Context: an optimization exercise on an open-source flow, tuned for small area and a short achievable clock period. The choices shown serve that exercise and are no tape-out recipe. In this exercise RTL edits were held to simulation tests only and were not proved equivalent to the original. Power figures rest on the tool's default switching activity, not on a simulated workload.

// main
module main(
    input clk,
    input [19:0] data,
    output reg [7:0] result_Ra,
    output reg [7:0] result_Rb,
    output reg [7:0] result_Rc,
    output reg [7:0] result_Rd,
    output reg [15:0] result_bFloat,
    output reg SF,
    output reg ZF
    );
    reg [15:0] result_mul;
    wire [3:0] op = data[19:16];
    wire [7:0] f1 = data[15:8];
    wire [7:0] f2 = data[7:0];
    wire d_a = f1 == 8'h01, d_b = f1 == 8'h02, d_c = f1 == 8'h04, d_d = f1 == 8'h08;
    wire s_ok = f2 == 8'h01 || f2 == 8'h02 || f2 == 8'h04 || f2 == 8'h08;
    wire d_ok = d_a | d_b | d_c | d_d;
    wire same = f1 == f2;
    wire op_save = op == 4'b0001 || op == 4'b0010;
    wire op_sum  = op == 4'b0011 || op == 4'b0100;
    wire op_sub  = op == 4'b0101 || op == 4'b0110;
    wire op_reg  = op == 4'b0010 || op == 4'b0100 || op == 4'b0110;
    wire op_shr  = op == 4'b1011;
    wire op_shl  = op == 4'b1100;
    wire op_mul  = op == 4'b0111 || op == 4'b1000;
    wire op_bf   = op == 4'b1101;
    wire [7:0] opa = ({8{f1[0]}} & result_Ra) | ({8{f1[1]}} & result_Rb) |
                     ({8{f1[2]}} & result_Rc) | ({8{f1[3]}} & result_Rd);
    wire [7:0] srcv = ({8{f2[0]}} & result_Ra) | ({8{f2[1]}} & result_Rb) |
                      ({8{f2[2]}} & result_Rc) | ({8{f2[3]}} & result_Rd);
    wire [7:0] opb = op[0] ? f2 : srcv;
    wire keep = op_reg & (~s_ok | (same & ~(op == 4'b0100 & d_a)));
    wire [7:0] addsub = opa + (opb ^ {8{op_sub}}) + {7'd0, op_sub};
    wire big = f2[7:3] != 5'd0;
    wire [7:0] shr = big ? 8'd0 : (opa >> f2[2:0]);
    wire [7:0] shl = big ? 8'd0 : (opa << f2[2:0]);
    reg [7:0] alu;
    always @* begin
        if (keep) alu = opa;
        else if (op_save) alu = opb;
        else if (op_shr) alu = shr;
        else if (op_shl) alu = shl;
        else alu = addsub;
    end
    wire alu_wr = (op_save | op_sum | op_sub | op_shr | op_shl) & d_ok;
    wire mul_ld = op_mul & d_ok & (~op[3] | (s_ok & ~same));
    wire [15:0] mul_s, mul_c;
    wire [7:0] pp0 = opa & {8{opb[0]}};
    wire [7:0] pp1 = opa & {8{opb[1]}};
    wire [7:0] pp2 = opa & {8{opb[2]}};
  ...
Size: roughly 1600 cells after synthesis, about 64 flip-flops, roughly 71 I/O pins, roughly 9300 um^2 of cells after synthesis.
Settings: LEC_CHECK=0, CAP_MARGIN=20, CORE_MARGIN=2, CORE_UTILIZATION=40, SLEW_MARGIN=20; clock period 15.0 ns.
standard.sh (not shown) runs the stock make flow with config.mk's settings and CLKGATE_MAP_FILE= SYNTH_SCRIPT=/design/flow/synth_recipe.tcl, a recipe that flattens the netlist after the stock synthesis.
==> flow/flow/run.sh <==
#!/bin/bash
# Own layout flow: the standard ORFS flow (standard.sh) with these changes:
#  - synthesis leaves the adders to ABC instead of extracting full/half adder cells,
#    and ABC runs its area script (ABC_AREA=1), which here also gives the shorter paths;
#  - the port buffers are buf_1 cells instead of the slow clkdlybuf4s50_1 (the resizer
#    then sizes them as it does any cell);
#  - repair_timing aims for 8.7 ns of setup slack, so it sizes up the critical paths.
set -euo pipefail
bash standard.sh ADDER_MAP_FILE= ABC_AREA=1 SETUP_SLACK_MARGIN=8.7 GPL_TIMING_DRIVEN=0 \
  "BUFFER_PORTS_ARGS=-buffer_cell sky130_fd_sc_hd__buf_1" finish > standard_flow.log 2>&1
The baseline completed without violations.
==> next run, changes <==
==> flow/flow/run.sh (replaced) <==
#!/bin/bash
# Own layout flow: the standard ORFS flow (standard.sh) with these changes:
#  - synthesis leaves the adders to ABC instead of extracting full/half adder cells, and
#    ABC maps with flow/abc_map.script (area-recovering mapping under a delay target).
#    Only the ABC step differs from synth_recipe.tcl: the registers are mapped before it.
#  - the port buffers are buf_1 cells instead of the slow clkdlybuf4s50_1 (the resizer
#    then sizes them as it does any cell);
#  - repair_timing aims for 8.7 ns of setup slack, so it sizes up the critical paths.
set -euo pipefail
W=$PWD
mkdir -p "$W/own"
sed "s#^  log_cmd abc {\*}\$abc_args#  log_cmd abc -script $W/flow/abc_map.script {*}[lrange \$abc_args 2 end]#" \
  "$FLOW_HOME/scripts/synth.tcl" > "$W/own/synth_own.tcl"
grep -q "abc_map.script" "$W/own/synth_own.tcl"
sed "s#source \$::env(SCRIPTS_DIR)/synth.tcl#source $W/own/synth_own.tcl#" \
  "$W/synth_recipe.tcl" > "$W/own/synth_recipe_own.tcl"
grep -q "synth_own.tcl" "$W/own/synth_recipe_own.tcl"
bash standard.sh SYNTH_SCRIPT="$W/own/synth_recipe_own.tcl" ADDER_MAP_FILE= ABC_AREA=1 SETUP_SLACK_MARGIN=8.3 CTS_BUF_LIST=sky130_fd_sc_hd__clkbuf_8 \
  "BUFFER_PORTS_ARGS=-buffer_cell sky130_fd_sc_hd__buf_1" finish > standard_flow.log 2>&1
==> flow/flow/abc_map.script (new file) <==
strash
dch
map -D 2600
topo
stime -c
buffer -c
upsize -c
dnsize -c
The changed run went through all stages and came out clean.
Critical path depth grows by 1.
Combinational power grows by about 40%.
Clock power shrinks by about 45%.
==> next run, changes <==
==> flow/flow/run.sh (replaced) <==
#!/bin/bash
# Own layout flow: the standard ORFS flow (standard.sh) with these changes:
#  - synthesis leaves the adders to ABC instead of extracting full/half adder cells,
#    and ABC runs its area script (ABC_AREA=1), which here also gives the shorter paths;
#  - the port buffers are buf_1 cells instead of the slow clkdlybuf4s50_1 (the resizer
#    then sizes them as it does any cell);
#  - repair_timing aims for 8.7 ns of setup slack, so it sizes up the critical paths.
set -euo pipefail
bash standard.sh ADDER_MAP_FILE= ABC_AREA=1 SETUP_SLACK_MARGIN=8.7 CTS_BUF_LIST=sky130_fd_sc_hd__clkbuf_8 CTS_CLUSTER_SIZE=32 \
  "BUFFER_PORTS_ARGS=-buffer_cell sky130_fd_sc_hd__buf_1" finish > standard_flow.log 2>&1
removed: flow/flow/abc_map.script
After rerunning:
- setup slack is better by 0.52 ns
- final cell count went up by about 13%
- synthesized area went up by 6.2%
- first-iteration DRC count went up by 6.2%
- global-route usage came out lower by 1.1 points
- via count goes up by about 2.8%
- design area went down by about 3.5%
==> next run, changes <==
==> flow/flow/run.sh (replaced) <==
#!/bin/bash
# Own layout flow: the standard ORFS flow (standard.sh) with these changes:
#  - synthesis leaves the adders to ABC instead of extracting full/half adder cells,
#    and ABC runs its area script (ABC_AREA=1), which here also gives the shorter paths;
#  - the port buffers are buf_1 cells instead of the slow clkdlybuf4s50_1 (the resizer
#    then sizes them as it does any cell).
set -euo pipefail
bash standard.sh ADDER_MAP_FILE= ABC_AREA=1 SETUP_SLACK_MARGIN=8.7 CAP_MARGIN=0 SLEW_MARGIN=0 \
  "BUFFER_PORTS_ARGS=-buffer_cell sky130_fd_sc_hd__buf_1" finish > standard_flow.log 2>&1
The new run passed the timing, design-rule and antenna checks; routed wire length barely changes; cell count went up by 0.30%; combinational power barely changes; cell area went up by 1.8%; sequential share of layout area went down by 0.34 points.
==> next run, changes <==
--- a/flow/flow/run.sh
+++ b/flow/flow/run.sh
@@ -6,4 +6,4 @@
 #    then sizes them as it does any cell).
 set -euo pipefail
-bash standard.sh ADDER_MAP_FILE= ABC_AREA=1 SETUP_SLACK_MARGIN=8.7 CAP_MARGIN=0 SLEW_MARGIN=0 \
+bash standard.sh ADDER_MAP_FILE= ABC_AREA=1 SETUP_SLACK_MARGIN=8.7 CORE_UTILIZATION=60 PLACE_DENSITY=0.75 \
   "BUFFER_PORTS_ARGS=-buffer_cell sky130_fd_sc_hd__buf_1" finish > standard_flow.log 2>&1
What happened: The new run finished clean; cell area went down by 1.7%; hold slack gets worse by 0.017 ns; worst setup slack gets worse by 0.070 ns; core utilization came out higher by 22 points; global-route usage came out higher by 9.2 points; cell count is lower by 6.5%; total power went up by 2.9%; via count went up by 1.6%.
==> next run, changes <==
--- a/flow/flow/run.sh
+++ b/flow/flow/run.sh
@@ -6,4 +6,4 @@
 #    then sizes them as it does any cell).
 set -euo pipefail
-bash standard.sh ADDER_MAP_FILE= ABC_AREA=1 SETUP_SLACK_MARGIN=8.7 CORE_UTILIZATION=60 PLACE_DENSITY=0.75 \
+bash standard.sh ADDER_MAP_FILE= ABC_AREA=1 SETUP_SLACK_MARGIN=8.7 \
   "BUFFER_PORTS_ARGS=-buffer_cell sky130_fd_sc_hd__buf_1" finish > standard_flow.log 2>&1
The changed run completed without violations.
Core utilization fell by 22 points.
Register-to-register slack gets better by 0.04 ns.
Synthesized cell count stays the same.

* * *

main, a different RTL version from the one above (not shown whole).
For scale: ~1600 cells after synthesis, about 64 flip-flops, about 71 I/O pins.
clock: 15.0 ns
lec_check: 0
cap_margin: 20
core_margin: 2
core_utilization: 40
slew_margin: 20
==> flow/flow/run.sh <==
#!/bin/bash
# Own layout flow: the standard ORFS flow (standard.sh) with these changes:
#  - synthesis leaves the adders to ABC instead of extracting full/half adder cells,
#    and ABC runs its area script (ABC_AREA=1), which here also gives the shorter paths;
#  - the port buffers are buf_1 cells instead of the slow clkdlybuf4s50_1 (the resizer
#    then sizes them as it does any cell);
#  - repair_timing aims for 8.7 ns of setup slack, so it sizes up the critical paths.
set -euo pipefail
bash standard.sh ADDER_MAP_FILE= ABC_AREA=1 SETUP_SLACK_MARGIN=8.7 CTS_BUF_LIST=sky130_fd_sc_hd__clkbuf_8 \
  "BUFFER_PORTS_ARGS=-buffer_cell sky130_fd_sc_hd__buf_1" finish > standard_flow.log 2>&1
==> next run, changes <==
--- a/flow/flow/run.sh
+++ b/flow/flow/run.sh
@@ -3,2 +3,3 @@
-#  - synthesis leaves the adders to ABC instead of extracting full/half adder cells,
-#    and ABC runs its area script (ABC_AREA=1), which here also gives the shorter paths;
+#  - synthesis leaves the adders to ABC instead of extracting full/half adder cells, and
+#    ABC maps with flow/abc_map.script (area-recovering mapping under a delay target).
+#    Only the ABC step differs from synth_recipe.tcl: the registers are mapped before it.
@@ -9 +10,9 @@
-bash standard.sh ADDER_MAP_FILE= ABC_AREA=1 SETUP_SLACK_MARGIN=8.7 CTS_BUF_LIST=sky130_fd_sc_hd__clkbuf_8 \
+W=$PWD
+mkdir -p "$W/own"
+sed "s#^  log_cmd abc {\*}\$abc_args#  log_cmd abc -script $W/flow/abc_map.script {*}[lrange \$abc_args 2 end]#" \
+  "$FLOW_HOME/scripts/synth.tcl" > "$W/own/synth_own.tcl"
+grep -q "abc_map.script" "$W/own/synth_own.tcl"
+sed "s#source \$::env(SCRIPTS_DIR)/synth.tcl#source $W/own/synth_own.tcl#" \
+  "$W/synth_recipe.tcl" > "$W/own/synth_recipe_own.tcl"
+grep -q "synth_own.tcl" "$W/own/synth_recipe_own.tcl"
+bash standard.sh SYNTH_SCRIPT="$W/own/synth_recipe_own.tcl" ADDER_MAP_FILE= ABC_AREA=1 SETUP_SLACK_MARGIN=8.7 CTS_BUF_LIST=sky130_fd_sc_hd__clkbuf_8 \
==> flow/flow/abc_map.script (new file) <==
strash
dch -f
map -B 0.5
strash
dch -f
map -B 0.5
strash
dch -f
map -B 0.5
topo
stime -c
buffer -c
upsize -c
dnsize -c
Effect: Die area is lower by a few percent. Worst setup slack got worse by 0.031 ns. Hold slack gets better by 0.018 ns.

-- port drivers added, routing unchanged --
In the flow no input, the clock included, has a driving cell. The finished layouts below were timed again as built, in two steps. Step 1 assumes that a clkbuf_16 drives the clock port and a buf_2 every other input. Step 2, shift: input delay + t, output delay - t, t = (earliest + latest rising clock arrival at the registers) / 2. This alone moves slack from input paths to output paths. Slacks: ideal / step 1 / step 2; pairs: ideal / step 1.
| run | t, ns | slack for setup (ns) | worst setup path after step 2 | worst register clock-pin slew, ns | pins driven straight from the clock port |
|---|---|---|---|---|---|
| the first run of note 1 | 0.363 | 9.028 / 9.040 / 8.677 | input to register | 0.06 / 0.06 | 1 |
| the second run of note 1 | 0.381 | 8.436 / 8.448 / 8.067 | input to register | 0.07 / 0.07 | 1 |
| the third run of note 1 | 0.371 | 8.952 / 8.920 / 8.549 | input to register | 0.07 / 0.07 | 1 |
| the fourth run of note 1 | 0.367 | 8.989 / 8.979 / 8.611 | input to register | 0.05 / 0.05 | 1 |
| the fifth run of note 1 | 0.368 | 8.919 / 8.904 / 8.536 | input to register | 0.06 / 0.06 | 1 |
| the sixth run of note 1 | 0.367 | 8.989 / 8.963 / 8.596 | input to register | 0.05 / 0.05 | 1 |
| the first run of note 2 | 0.377 | 8.980 / 8.991 / 8.614 | input to register | 0.08 / 0.08 | 1 |
| the second run of note 2 | 0.376 | 8.950 / 8.934 / 8.558 | input to register | 0.07 / 0.07 | 1 |
After both steps setup and hold are still met in every run listed. For the third run of note 1, which loses most, drivers alone change the setup slack by -0.032 ns; drivers and shift together by -0.403 ns.
